Context: an optimization exercise on an open-source flow, tuned for small area. The choices shown serve that exercise and are no tape-out recipe.
The RTL was checked by simulation tests, not by an equivalence proof against the original design.
Power and IR drop assume default switching activity.

File: flow/run.sh
#!/bin/bash
# synth_recipe.tcl (not shown) runs the flow's synth.tcl, then flattens the netlist and writes it again
# the make line also repeats each setting of config.mk as NAME=value (left out here)
make -C /OpenROAD-flow-scripts/flow DESIGN_CONFIG=/design/flow/config.mk WORK_HOME=/design/flow/orfs CLKGATE_MAP_FILE= SYNTH_SCRIPT=/design/flow/synth_recipe.tcl finish
File: flow/design.v
module change_heat(	input clk, 
							input rst,  
							input button1,  
							input button2,  
							input toggle_oven,  
							input toggle_time_temp,  
							input toggle_set,  
							output reg [6:0] hex3,  
							output reg [6:0] hex2, 
							output reg [6:0] hex1, 
							output reg [6:0] hex0, 
							output reg temp_reached,  
							output reg timer_reached);  
	parameter MAX_COUNT_HEAT = 500;  
	reg [30:0] count;
	reg new_clk;
	parameter BUTTON_LIM = 100;  
	reg [30:0] button_count;
	reg button_clk;
	reg heat_val;  
	reg [9:0] updated_temp;  
	reg [9:0] goal_temp;  
	reg [3:0] hex3_num;
	reg [3:0] hex2_num;
	reg [3:0] hex1_num;
	reg [3:0] hex0_num;
	parameter max_count_timer = 250;  
	reg [28:0] count_timer;
	reg timer_clk;
	reg[3:0] number;
	reg[2:0] number2;
	reg[3:0] number3;
	reg[2:0] number4;
	reg[3:0] num;
	reg[2:0] num2;
	reg[3:0] num3;
	reg[2:0] num4;
	reg [5:0] set_sec;
	reg [5:0] set_min;
	reg [3:0] number1_clock;
	reg [2:0] number2_clock;
	reg [3:0] number3_clock;
	reg [2:0] number4_clock;
	wire button_tick = (button_count > BUTTON_LIM) && !button_clk;
	wire heat_tick   = (count > MAX_COUNT_HEAT) && !new_clk;
	wire timer_tick  = (count_timer > max_count_timer) && !timer_clk;
	always @ (posedge clk) begin
		if (rst) begin
			button_count <= 0;
			button_clk <= 0;
			count <= 0;
			new_clk <= 0;
			count_timer <= 0;
			timer_clk <= 0;
		end else begin
			if (button_count <= BUTTON_LIM) begin
				 button_count <= button_count + 1;
			end else begin 
				 button_count <= 0;
				 button_clk <= ~button_clk;
			end
			if (count <= MAX_COUNT_HEAT) begin
				 count <= count + 1;
			end else begin 
				 count <= 0;
				 new_clk <= ~new_clk;
			end
			if (count_timer <= max_count_timer) begin
				count_timer <= count_timer + 1;
			end else begin 
				count_timer <= 0;
				timer_clk <= ~timer_clk;
			end
		end
	end
	wire [5:0] set_min_up = set_min + 1;
	wire [5:0] set_min_dn = set_min - 1;
	wire [5:0] set_sec_up = set_sec + 5;
	wire [5:0] set_sec_dn = set_sec - 5;
	always @(posedge clk) begin
		if (rst) begin
			set_sec <= 0;
			set_min <= 0;
			num <= 0;
			num2 <= 0;
			num3 <= 0;
			num4 <= 0;
			goal_temp <= 300;
		end else if (button_tick) begin
			if (toggle_oven == 1) begin  
				if (toggle_time_temp == 0) begin  
					if(toggle_set == 0) begin  
						if (button1 == 0) begin
							if (set_sec >= 55) begin
								set_sec <= 0;
								set_min <= set_min_up;
								num3 <= set_min_up % 10;
								num4 <= set_min_up / 10;
							end else begin
								set_sec <= set_sec_up;
								num <= set_sec_up % 10;
								num2 <= set_sec_up / 10;
							end
						end else if (button2 == 0) begin
							if (set_sec == 0) begin
								set_min <= set_min_dn;
								num3 <= set_min_dn % 10;
								num4 <= set_min_dn / 10;
								set_sec <= 60;
							end else begin
								set_sec <= set_sec_dn;
								num <= set_sec_dn % 10;
								num2 <= set_sec_dn / 10;
							end
						end
					end
				end else begin  
					if (toggle_set == 0) begin  
						if (button1 == 0) begin  
							goal_temp <= goal_temp + 5;
						end else if (button2 == 0) begin
							goal_temp <= goal_temp - 5;
						end
					end
				end
			end
		end
	end
	always @(*) begin
		temp_reached = 0;  
		if (toggle_oven == 1) begin  
			if (toggle_time_temp == 1) begin 
				if (toggle_set == 0) begin  
					hex3_num = 11;
					hex2_num = goal_temp / 100; 
					hex1_num = (goal_temp / 10) % 10;
					hex0_num = goal_temp % 10;
				end else begin
					hex3_num = 11;
					hex2_num = updated_temp / 100; 
					hex1_num = (updated_temp / 10) % 10;
					hex0_num = updated_temp % 10;
				end
			end else begin
				if (toggle_set == 0) begin
					hex0_num = num;
					hex1_num = num2;
					hex2_num = num3;
					hex3_num = num4;
				end else begin
					hex0_num = number;
					hex1_num = number2;
					hex2_num = number3;
					hex3_num = number4;
				end
			end
			if (updated_temp > goal_temp - 2 && updated_temp < goal_temp + 2) begin
				temp_reached = 1;  
			end else begin
				temp_reached = 0;  
			end
		end else begin  
			hex3_num = number4_clock;
			hex2_num = number3_clock;
			hex1_num = number2_clock;
			hex0_num = number1_clock; 
		end
	end
	always @(*) begin
		if (updated_temp < goal_temp) begin
			heat_val = 1;
		end else begin
			heat_val = 0;
		end
	end
	always @(posedge clk) begin
		if (rst) begin
			updated_temp <= 60;
		end else if (heat_tick) begin
			if (heat_val == 1) begin
				updated_temp <= updated_temp + 4;
			end else begin
				updated_temp <= updated_temp - 1;
			end
		end
	end
	always @ (posedge clk) begin
		if (rst) begin
			timer_reached <= 0;
			number <= 0;
			number2 <= 0;
			number3 <= 0;
			number4 <= 0;
			number1_clock <= 0;
			number2_clock <= 0;
			number3_clock <= 0;
			number4_clock <= 0;
		end else if (timer_tick) begin
			if (toggle_oven == 1) begin  
				if (toggle_set == 0) begin
					number <= num;
					number2 <= num2;
					number3 <= num3;
					number4 <= num4;
				end else if (toggle_set == 1) begin  
					if (number == 0 && number2 == 0 && number3 == 0 && number4 == 0) begin
							timer_reached <= 1;
							number <= 0;
							number2 <= 0;
							number3 <= 0;
							number4 <= 0;
					end else begin
						timer_reached <= 0;
						if (number == 0) begin
							number <= 9;
							number2 <= number2 - 1;
							if (number2 == 0) begin
								number2 <= 5;
								number3 <= number3 - 1;
								if (number3 == 0) begin
									number3 <= 9;
									number4 <= number4 - 1;
									if (number4 == 0) begin
										number4 <= 5;
									end
								end else begin
									number3 <= number3 - 1;
								end
							end else begin
								number2 <= number2 - 1;
							end
						end else begin
							number <= number - 1;
						end
					end
				end
			end else begin  
				if (number1_clock >= 9) begin
					number1_clock <= 0;
					number2_clock <= number2_clock + 1;
					if (number2_clock >= 5) begin
						number2_clock <= 0;
						number3_clock <= number3_clock +1;
						if (number3_clock >= 9) begin
							number3_clock <= 0;
							number4_clock <= number4_clock + 1;
							if (number4_clock >= 5) begin
								number4_clock <= 0;
							end
						end else begin
							number3_clock <= number3_clock + 1;
						end
					end else begin
						number2_clock <= number2_clock + 1;
					end
				end else begin
					number1_clock <= number1_clock + 1;
				end
			end
		end
	end
	always @ (*) begin
		case (hex3_num) 
			 0: begin
				  hex3 = 7'b1000000;
			 end
			 1: begin
				  hex3 = 7'b1111001;
			 end
			 2: begin
				  hex3 = 7'b0100100;
			 end
			 3: begin
				  hex3 = 7'b0110000;
			 end
			 4: begin
				  hex3 = 7'b0011001;
			 end
			 5: begin
				  hex3 = 7'b0010010;
			 end
			 6: begin
				  hex3 = 7'b0000010;
			 end
			 7: begin
				  hex3 = 7'b1111000;
			 end
			 8: begin
				  hex3 = 7'b0000000;
			 end
			 9: begin
				  hex3 = 7'b0010000;
			 end
			 default: hex3 = 7'b1111111;
		endcase
		case (hex2_num) 
			 0: begin
				  hex2 = 7'b1000000;
			 end
			 1: begin
				  hex2 = 7'b1111001;
			 end
			 2: begin
				  hex2 = 7'b0100100;
			 end
			 3: begin
				  hex2 = 7'b0110000;
			 end
			 4: begin
				  hex2 = 7'b0011001;
			 end
			 5: begin
				  hex2 = 7'b0010010;
			 end
			 6: begin
				  hex2 = 7'b0000010;
			 end
			 7: begin
				  hex2 = 7'b1111000;
			 end
			 8: begin
				  hex2 = 7'b0000000;
			 end
			 9: begin
				  hex2 = 7'b0010000;
			 end
			 default: hex2 = 7'b1111111;
		endcase
		case (hex1_num) 
			 0: begin
				  hex1 = 7'b1000000;
			 end
			 1: begin
				  hex1 = 7'b1111001;
			 end
			 2: begin
				  hex1 = 7'b0100100;
			 end
			 3: begin
				  hex1 = 7'b0110000;
			 end
			 4: begin
				  hex1 = 7'b0011001;
			 end
			 5: begin
				  hex1 = 7'b0010010;
			 end
			 6: begin
				  hex1 = 7'b0000010;
			 end
			 7: begin
				  hex1 = 7'b1111000;
			 end
			 8: begin
				  hex1 = 7'b0000000;
			 end
			 9: begin
				  hex1 = 7'b0010000;
			 end
			 default: hex1 = 7'b1111111;
		endcase
		case (hex0_num) 
			 0: begin
				  hex0 = 7'b1000000;
			 end
			 1: begin
				  hex0 = 7'b1111001;
			 end
			 2: begin
				  hex0 = 7'b0100100;
			 end
			 3: begin
				  hex0 = 7'b0110000;
			 end
			 4: begin
				  hex0 = 7'b0011001;
			 end
			 5: begin
				  hex0 = 7'b0010010;
			 end
			 6: begin
				  hex0 = 7'b0000010;
			 end
			 7: begin
				  hex0 = 7'b1111000;
			 end
			 8: begin
				  hex0 = 7'b0000000;
			 end
			 9: begin
				  hex0 = 7'b0010000;
			 end
			 default: hex0 = 7'b1111111;
		endcase
	end
endmodule
File: flow/config.mk
export PLATFORM = sky130hd
export DESIGN_NAME = change_heat
export DESIGN_NICKNAME = change_heat
export VERILOG_FILES = /design/flow/design.v
export SDC_FILE = /design/flow/constraint.sdc
export NUM_CORES = 4
export LEC_CHECK = 0
export CAP_MARGIN = 20
export CORE_MARGIN = 2
export CORE_UTILIZATION = 40
export SLEW_MARGIN = 20
File: flow/constraint.sdc
create_clock -name core_clock -period 16.0 [get_ports {clk}]
set_input_delay 3.2000 -clock core_clock [delete_from_list [all_inputs] [get_ports {clk}]]
set_output_delay 3.2000 -clock core_clock [all_outputs]
set_load 0.01 [all_outputs]
==> reports/results.txt <==
outcome - no timing/DRC/antenna violations
Setup TNS - 0 ns
Final Skew - 0.01489 ns
# diodes - 0
Hold WC Path Type - flop to flop
cell area after synthesis - 12620 sq um
final wirelength - 30510 um
Routed Antenna Nets - 0
Finish-stage setup viols - 0
CTS sink count - 169
H-tree level count - 4
register area - 3383 sq um
Post-synth EDFFs - 0
Root Buffer - clkbuf_16
grt total ovfl - 0
global-route wire length before repair - 51820 um
max-slew violations - 0
Clock Tree Buf Depth - 2
DR iter-0 viols - 698
Avg Vias per Cell - 5.521
core area - 31310 sq um
Residual DRC - 0
CTS buffer count - 17
post-layout min period - 15.35 ns
top_reg_cell synth - dfxtp_1
total power draw - 1564 uW
Netlist cell types - 106
# nets final - 1800
vias in the first global route - 10.71k
Mean Syn Cell Area - 7.855 sq um
GPL Wtd Cong - 0.8901
Rel. slew slack - 31.50%
CP max-delay cell - clkdlybuf4s50_1
layout cell share with drive strength beyond 1 - 7.223%
Fill cells - 3087
slowest stage delay, CP - 0.52 ns
DR pass1 iterations - 5
Critical R2R Launch - set_min[0]
initial antenna violation count - 0
Reg2Reg Depth - 16
WS Path Type - input pin to output pin
Detailed Place HPWL - 22660 um
Leakage - 0.005697 uW
cells after synthesis - 1607
hold_ws - 0.4703 ns
Rows - 65
hold endpoint - button_count[0]
DIE HEIGHT - 181.6 um
reg2reg end - num3[2]
initial cell density of the core - 40.32%
pwr/cell area - 109.5 nW/um^2
Max FO, Critical Path - 10
multi-input logic area - 8925 sq um
WL per Instance - 14.50 um
Via Count - 11.62k
cell depth of the worst hold path - 1
Tcrit/Tclk final - 95.94%
Worst VDD drop - 0.07504 mV
crit path from - toggle_set
Clock Pin Slew Worst Setup and Hold Paths - 0.07 ns
Die W - 181.6 um
Post-synth ARST share - 0%
crit path capture type - output pin
Area Overhead vs Synth - 13.17%
I/O pin count - 37
die area - 32990 sq um
CP Launch Type - input pin
Hold Vio Cnt, Final - 0
Port Buf Inserts - 36
Peak Freq - 65.15 MHz
GRT Total Usage - 18.57%
worst hold start - button_count[0]
R2R setup slack - 12.02 ns
synthesized flop and latch total - 169
TritonCTS clock tree - yes
Seq/Total Area, Yosys - 26.80%
Crit path required time - 12.80 ns
maxcap violations - 0
Tightest Pin Transition - 1.017 ns
Ys Warns - 1
CP arrival - 12.15 ns
Clock Latency Late Sink - 0.43 ns
largest net degree at the start of global routing - 81
==> power by group <==
group | switching (uW) | total, uW | internal [uW]
Clock | 195 | 421 | 226
Combinational | 394 | 682 | 288
Sequential | 21.5 | 461 | 439
==> cells in the mapped netlist, drive strengths merged, types with 27 or more instances <==
| library cell | number | area (sq um) |
|---|---|---|
| a211oi | 32 | 272.8 |
| a21oi | 115 | 590.6 |
| a31oi | 29 | 181.4 |
| buf | 29 | 190.2 |
| clkbuf | 34 | 127.6 |
| dfxtp | 169 | 3383 |
| ha | 101 | 1264 |
| inv | 82 | 307.8 |
| mux2i | 50 | 566.8 |
| nand2 | 141 | 531.8 |
| nand2b | 33 | 209.0 |
| nand3 | 49 | 245.2 |
| nor2 | 202 | 760.7 |
| nor3 | 46 | 240.2 |
| nor4 | 27 | 168.9 |
| o21ai | 101 | 509.2 |
| xnor2 | 64 | 560.5 |
==> flip-flops by register name, indices dropped and copies added (netlist names), 4 cells and up <==
register	cells
number3	4
goal_temp	10
count	31
number	4
set_sec	6
button_count	31
count_timer	29
num3	4
number1_clock	4
set_min	6
num	4
updated_temp	10
number3_clock	4
==> kinds of logic (layout without fill, tap and decap cells) <==
group / count (synthesis) / count (layout) / synth area share, %
AOI/OAI and AO/OA: 436 / 436 / 23.22
adders and majority gates: 108 / 108 / 10.72
other: 1 / 67 / 0.02971
buffers and inverters: 146 / 176 / 4.986
and+or+nand+nor: 598 / 598 / 22.44
xor gates and xnor gates: 83 / 83 / 5.759
muxes: 66 / 66 / 6.036
DFF: 169 / 169 / 26.80
==> metrics by stage <==
stage / utilization, % / instances / setup WS [ns] / instance area (sq um)
after floorplan: - / 1673 / 1.870 / 12870
after global placement: 43.42 / 2072 / 0.5880 / 13590
after detailed placement: 43.42 / 2072 / 0.4195 / 13590
after CTS: 45.42 / 2104 / 0.3886 / 14220
after global routing: 45.63 / 2105 / -0.01174 / 14290
final: 45.63 / 2105 / 0.6501 / 14290
==> cell type report <==
| class | instances | share of cell area [%] |
|---|---|---|
| clock inverters | 15 | 1.419 |
| flip-flops and latches | 169 | 23.68 |
| well taps | 402 | 3.521 |
| multi-input cells | 1358 | 62.47 |
| clock buffers | 17 | 2.978 |
| repair buffers | 61 | 3.748 |
| inverters | 83 | 2.181 |
==> metal layers <==
layer  GRT usage, %  wire length (um)  share of wire [%]
met1          24.80             14300                 47
met2          31.22             14310                 47
met3          2.106              1220                4.0
met4          6.211               683                2.2
met5              0                 0                  0
==> worst max-delay path: cells and delay by family <==
family / cells / cell delay, ns
AOI/OAI and AO/OA: 18 / 4.13
and+or+nand+nor: 10 / 1.99
buffers and inverters: 4 / 1.02
adders and majority gates: 4 / 1.00
muxes: 3 / 0.77
==> how the worst max path moves through the flow <==
| stage | endpoint | cells after the start |
|---|---|---|
| after floorplan | hex1[1] | 36 |
| after global routing | hex1[5] | 39 |
| after detailed placement | hex1[5] | 39 |
| final | hex1[5] | 39 |
| after global placement | hex1[3] | 39 |
| after CTS | hex1[5] | 39 |
==> layout by cell type (no fill, tap or decap), types with 15 or more instances in the layout <==
cell             synthesis  routed
dfxtp_1                169     169
and2_1                  17      17
conb_1                   1      67
a21oi_1                113     112
mux2i_1                 44      42
nand3_1                 49      49
a21o_1                  15      15
nor2b_1                 24      23
xnor2_1                 64      64
clkdlybuf4s50_1          0      34
a31oi_1                 29      28
nor4_1                  27      27
inv_1                   76      76
nand2_1                140     140
o22ai_1                 17      17
nand2b_1                32      32
nor2_1                 201     201
clkbuf_16                0      17
xor2_1                  19      19
o21ai_0                 87      87
nand4_1                 20      20
o211ai_1                15      15
a211oi_1                27      27
buf_4                   10      24
nor3_1                  44      43
ha_1                   101     101
==> what timing repair did <==
| item | CTS | global route |
|---|---|---|
| endpoints found under the setup margin | 0 | 7 |
| setup buffers | 0 | 0 |
| hold buffers | 0 | 0 |
| resized for setup | 0 | 10 |

## re-timing with driven ports
Ports are ideal in the flow. The routed layout listed here was re-timed in OpenROAD. Step 1 sets driving cells, clkbuf_16 on the clock port and buf_2 on the other inputs (assumed; they add their load-dependent delay and slew). Step 2 moves the port delays by t, midway between the first and last clock arrival at a register: inputs arrive t later, outputs are due t later. That takes back most of the time a late clock gives input paths. Slacks: no drivers / after step 1 / after step 2; pairs: no drivers / after step 1.
t (ns): 0.470
slack for setup (ns): 0.650 / 0.599 / 0.599
worst hold slack (ns): 0.470 / 0.470 / 0.470
After both steps setup and hold are still met in this run. The setup slack of this run moves by -0.051 ns with the drivers and by -0.051 ns with both steps.
